Source: an optimization exercise on an open RTL-to-GDS flow (aim: small area, a short achievable clock period and few clock cycles). Production flows keep margins and buffers that such runs may drop.
The RTL was checked by simulation tests, not by an equivalence proof against the original design.

Setup of v2:
==> flow/design.v <==
`timescale 1ps/1ps
module Top(pts,led,out,clk,IN,wr_en,wr_a,wr_b,wr_w);
 input [2:0]pts;
 input [3:0]IN;
 input clk;
 output reg led;
 output reg [2:0]out;
 input wr_en;
 input [2:0]wr_a,wr_b;
 input [5:0]wr_w;
 reg tk_inp,start,reset;
 reg st_d;
 always@(posedge clk)
 begin
     tk_inp<=IN[1];
     start<=IN[2];
     reset<=IN[3];
     st_d<=start;
 end
 reg [2:0]i_state,f_state;
 wire ld=IN[1]&&!tk_inp;
 wire ld_src=ld&&!IN[0];
 always@(posedge clk)
 begin
     if(ld_src)
       i_state<=pts;
     if(ld&&IN[0])
       f_state<=pts;
 end
 wire [2:0]src_n=ld_src?pts:i_state;
 reg [5:0]wt[27:0];
 function integer eidx(input integer i,input integer j);
   integer lo,hi;
   begin
     lo=(i<j)?i:j;
     hi=(i<j)?j:i;
     eidx=lo*7-(lo*(lo-1))/2+(hi-lo-1);
   end
 endfunction
 genvar gi,gj;
 generate
   for(gi=0;gi<8;gi=gi+1)
   begin:wi
     for(gj=gi+1;gj<8;gj=gj+1)
     begin:wj
       always@(posedge clk)
         if(wr_en&&((wr_a==gi&&wr_b==gj)||(wr_a==gj&&wr_b==gi)))
           wt[eidx(gi,gj)]<=wr_w;
     end
   end
 endgenerate
 reg [6:0]dt[7:0];
 reg [7:0]visited;
 reg [2:0]pred[7:0];
 reg relax,first;
 wire restart=wr_en||ld_src;
 function mle(input [6:0]x,input [6:0]y);
   integer b;
   reg l,e;
   begin
     l=1'b0;
     e=1'b1;
     for(b=5;b>=0;b=b-1)
     begin
       l=l|(e&~x[b]&y[b]);
       e=e&~(x[b]^y[b]);
     end
     mle=(l|e)^x[6]^y[6];
   end
 endfunction
 function kle(input [7:0]x,input [7:0]y);
   begin
     kle=x[7]?y[7]:(y[7]|mle(x[6:0],y[6:0]));
   end
 endfunction
 wire [7:0]key[7:0];
 generate
   for(gi=0;gi<8;gi=gi+1)
   begin:ky
     assign key[gi]={visited[gi],dt[gi]};
   end
 endgenerate
 wire [7:0]hw;
 wire [7:0]mh[1:0];
 generate
   for(gi=0;gi<2;gi=gi+1)
   begin:hf
     wire l01=kle(key[4*gi],key[4*gi+1]);
     wire l02=kle(key[4*gi],key[4*gi+2]);
     wire l03=kle(key[4*gi],key[4*gi+3]);
     wire l12=kle(key[4*gi+1],key[4*gi+2]);
     wire l13=kle(key[4*gi+1],key[4*gi+3]);
     wire l23=kle(key[4*gi+2],key[4*gi+3]);
     assign hw[4*gi]=l01&l02&l03;
     assign hw[4*gi+1]=!l01&l12&l13;
     assign hw[4*gi+2]=!l02&!l12&l23;
     assign hw[4*gi+3]=!l03&!l13&!l23;
     assign mh[gi]=({8{hw[4*gi]}}&key[4*gi])|({8{hw[4*gi+1]}}&key[4*gi+1])|
                   ({8{hw[4*gi+2]}}&key[4*gi+2])|({8{hw[4*gi+3]}}&key[4*gi+3]);
   end
 endgenerate
 wire hi=!kle(mh[0],mh[1]);
 wire [7:0]m07=hi?mh[1]:mh[0];
 wire any=!m07[7];
 wire [7:0]sel={{4{any&hi}}&hw[7:4],{4{any&!hi}}&hw[3:0]};
 reg [7:0]sel_r;
 reg [6:0]dp;
 always@(posedge clk)
 begin
     if(restart)
     begin
         sel_r<=8'd1<<src_n;
         dp<=7'd0;
     end
     else
     begin
         sel_r<=sel;
         dp<=m07[6:0];
     end
 end
 wire [2:0]p={sel_r[4]|sel_r[5]|sel_r[6]|sel_r[7],sel_r[2]|sel_r[3]|sel_r[6]|sel_r[7],sel_r[1]|sel_r[3]|sel_r[5]|sel_r[7]};
 reg [5:0]wp[7:0];
 integer u,v;
 always@(*)
 begin
     for(v=0;v<8;v=v+1)
     begin
       wp[v]=6'd0;
       for(u=0;u<8;u=u+1)
         if(u!=v)
           wp[v]=wp[v]|({6{sel_r[u]}}&wt[eidx(u,v)]);
     end
 end
 wire [6:0]sum[7:0];
 wire [7:0]r_lt,r_le;
 generate
   for(gi=0;gi<8;gi=gi+1)
   begin:sm
     assign sum[gi]=dp+{1'b0,wp[gi]};
     wire lo=sum[gi][5:0]<dt[gi][5:0];
     assign r_lt[gi]=(sum[gi][6]==dt[gi][6])?lo:!lo;
     assign r_le[gi]=r_lt[gi]|(sum[gi]==dt[gi]);
   end
 endgenerate
 always@(posedge clk)
 begin
     if(restart)
     begin
         visited<=8'd1<<src_n;
         relax<=1'b1;
         first<=1'b1;
     end
     else if(!relax)
     begin
         visited<=visited|sel;
         relax<=any;
     end
     else
     begin
         relax<=1'b0;
         first<=1'b0;
     end
 end
 integer k;
 always@(posedge clk)
 begin
     if(relax)
       for(k=0;k<8;k=k+1)
         if(!visited[k])
         begin
           if(first||r_lt[k])
           begin
             dt[k]<=sum[k];
             pred[k]<=p;
           end
           else if(r_le[k]&&p<pred[k])
             pred[k]<=p;
         end
 end
 always@(posedge clk)
 begin
     if(IN[3]&&reset)
       led<=1'b0;
     else if(!IN[3]&&(visited[f_state]||(!relax&&sel[f_state])))
       led<=1'b1;
 end
 reg [2:0]cur;
 always@(posedge clk)
 begin
     if(reset)
       cur<=f_state;
     else if(start&&!st_d)
     begin
         out<=cur;
         if(cur!=i_state)
           cur<=pred[cur];
     end
 end
endmodule
Settings: LEC_CHECK=0, CAP_MARGIN=20, CORE_MARGIN=2, CORE_UTILIZATION=40, CTS_BUF_LIST=sky130_fd_sc_hd__clkbuf_16, CTS_CLUSTER_DIAMETER=80, CTS_CLUSTER_SIZE=30, SLEW_MARGIN=20; clock period 12.0 ns.
standard.sh (not shown) runs the stock make flow with config.mk's settings and CLKGATE_MAP_FILE= SYNTH_SCRIPT=/design/flow/synth_recipe.tcl, a recipe that flattens the netlist after the stock synthesis.
==> flow/flow/run.sh <==
#!/bin/bash
# The standard layout, with repair_timing aiming for a larger setup slack
# than the 12 ns clock needs, so that the achieved period shrinks.
set -euo pipefail
bash standard.sh SETUP_SLACK_MARGIN=8.0 finish > standard.log 2>&1
Testbench counts of v2, summed over its fixed seeds: cycles 4,371.
Changes in v35 relative to v2:
==> flow/flow/run.sh <==
#!/bin/bash
# The standard layout, with repair_timing aiming for a larger setup slack
# than the 12 ns clock needs, so that the achieved period shrinks, and
# buf_4 cells as the port buffers.
set -euo pipefail
bash standard.sh SETUP_SLACK_MARGIN=8.0 "BUFFER_PORTS_ARGS=-buffer_cell sky130_fd_sc_hd__buf_4" finish > standard.log 2>&1
- v35: PASS, flow complete, no timing, DRC or antenna violations
- Compared with v2, v35 has less setup slack.
- Per the comparison of v35 with v2, via count has increased; maximum frequency dropped 1.3 MHz.
- v2 reports its timing endpoint of the critical path as dp[3]$_SDFF_PN0_ while v35 reports visited[6]$_DFFE_PP_.
- | share of the clock period used by the worst path after layout | v35 vs v2 | 0.20 points higher |
- Diff v2..v35 | cell area | negligible

## afterwards: timing with drivers on the ports
How much do the figures lean on ideal ports? The routed layouts below were timed once more, with nothing changed but the port constraints. Step 1 (the two cells are an assumption about what drives the block):
set clk [get_ports {clk}]
set_driving_cell -lib_cell sky130_fd_sc_hd__clkbuf_16 $clk
set_driving_cell -lib_cell sky130_fd_sc_hd__buf_2 [delete_from_list [all_inputs] $clk]
Step 2 times the ports against the registers' clock, not the clock port: input delays grow and output delays shrink by t, the midpoint of the rising clock arrivals with the driver on. a / b / c = ideal / step 1 / step 2; a / b = the first two.
run | t (ns) | slack for setup (ns) | slew at the worst register clock pin (ns)
v2 | 0.583 | 7.722 / 7.722 / 7.338 | 0.11 / 0.11
v35 | 0.576 | 7.698 / 7.698 / 7.597 | 0.12 / 0.12
After both steps every run listed still meets setup and hold. For v2, which loses most, drivers alone change the setup slack by 0.000 ns; drivers and shift together by -0.384 ns.
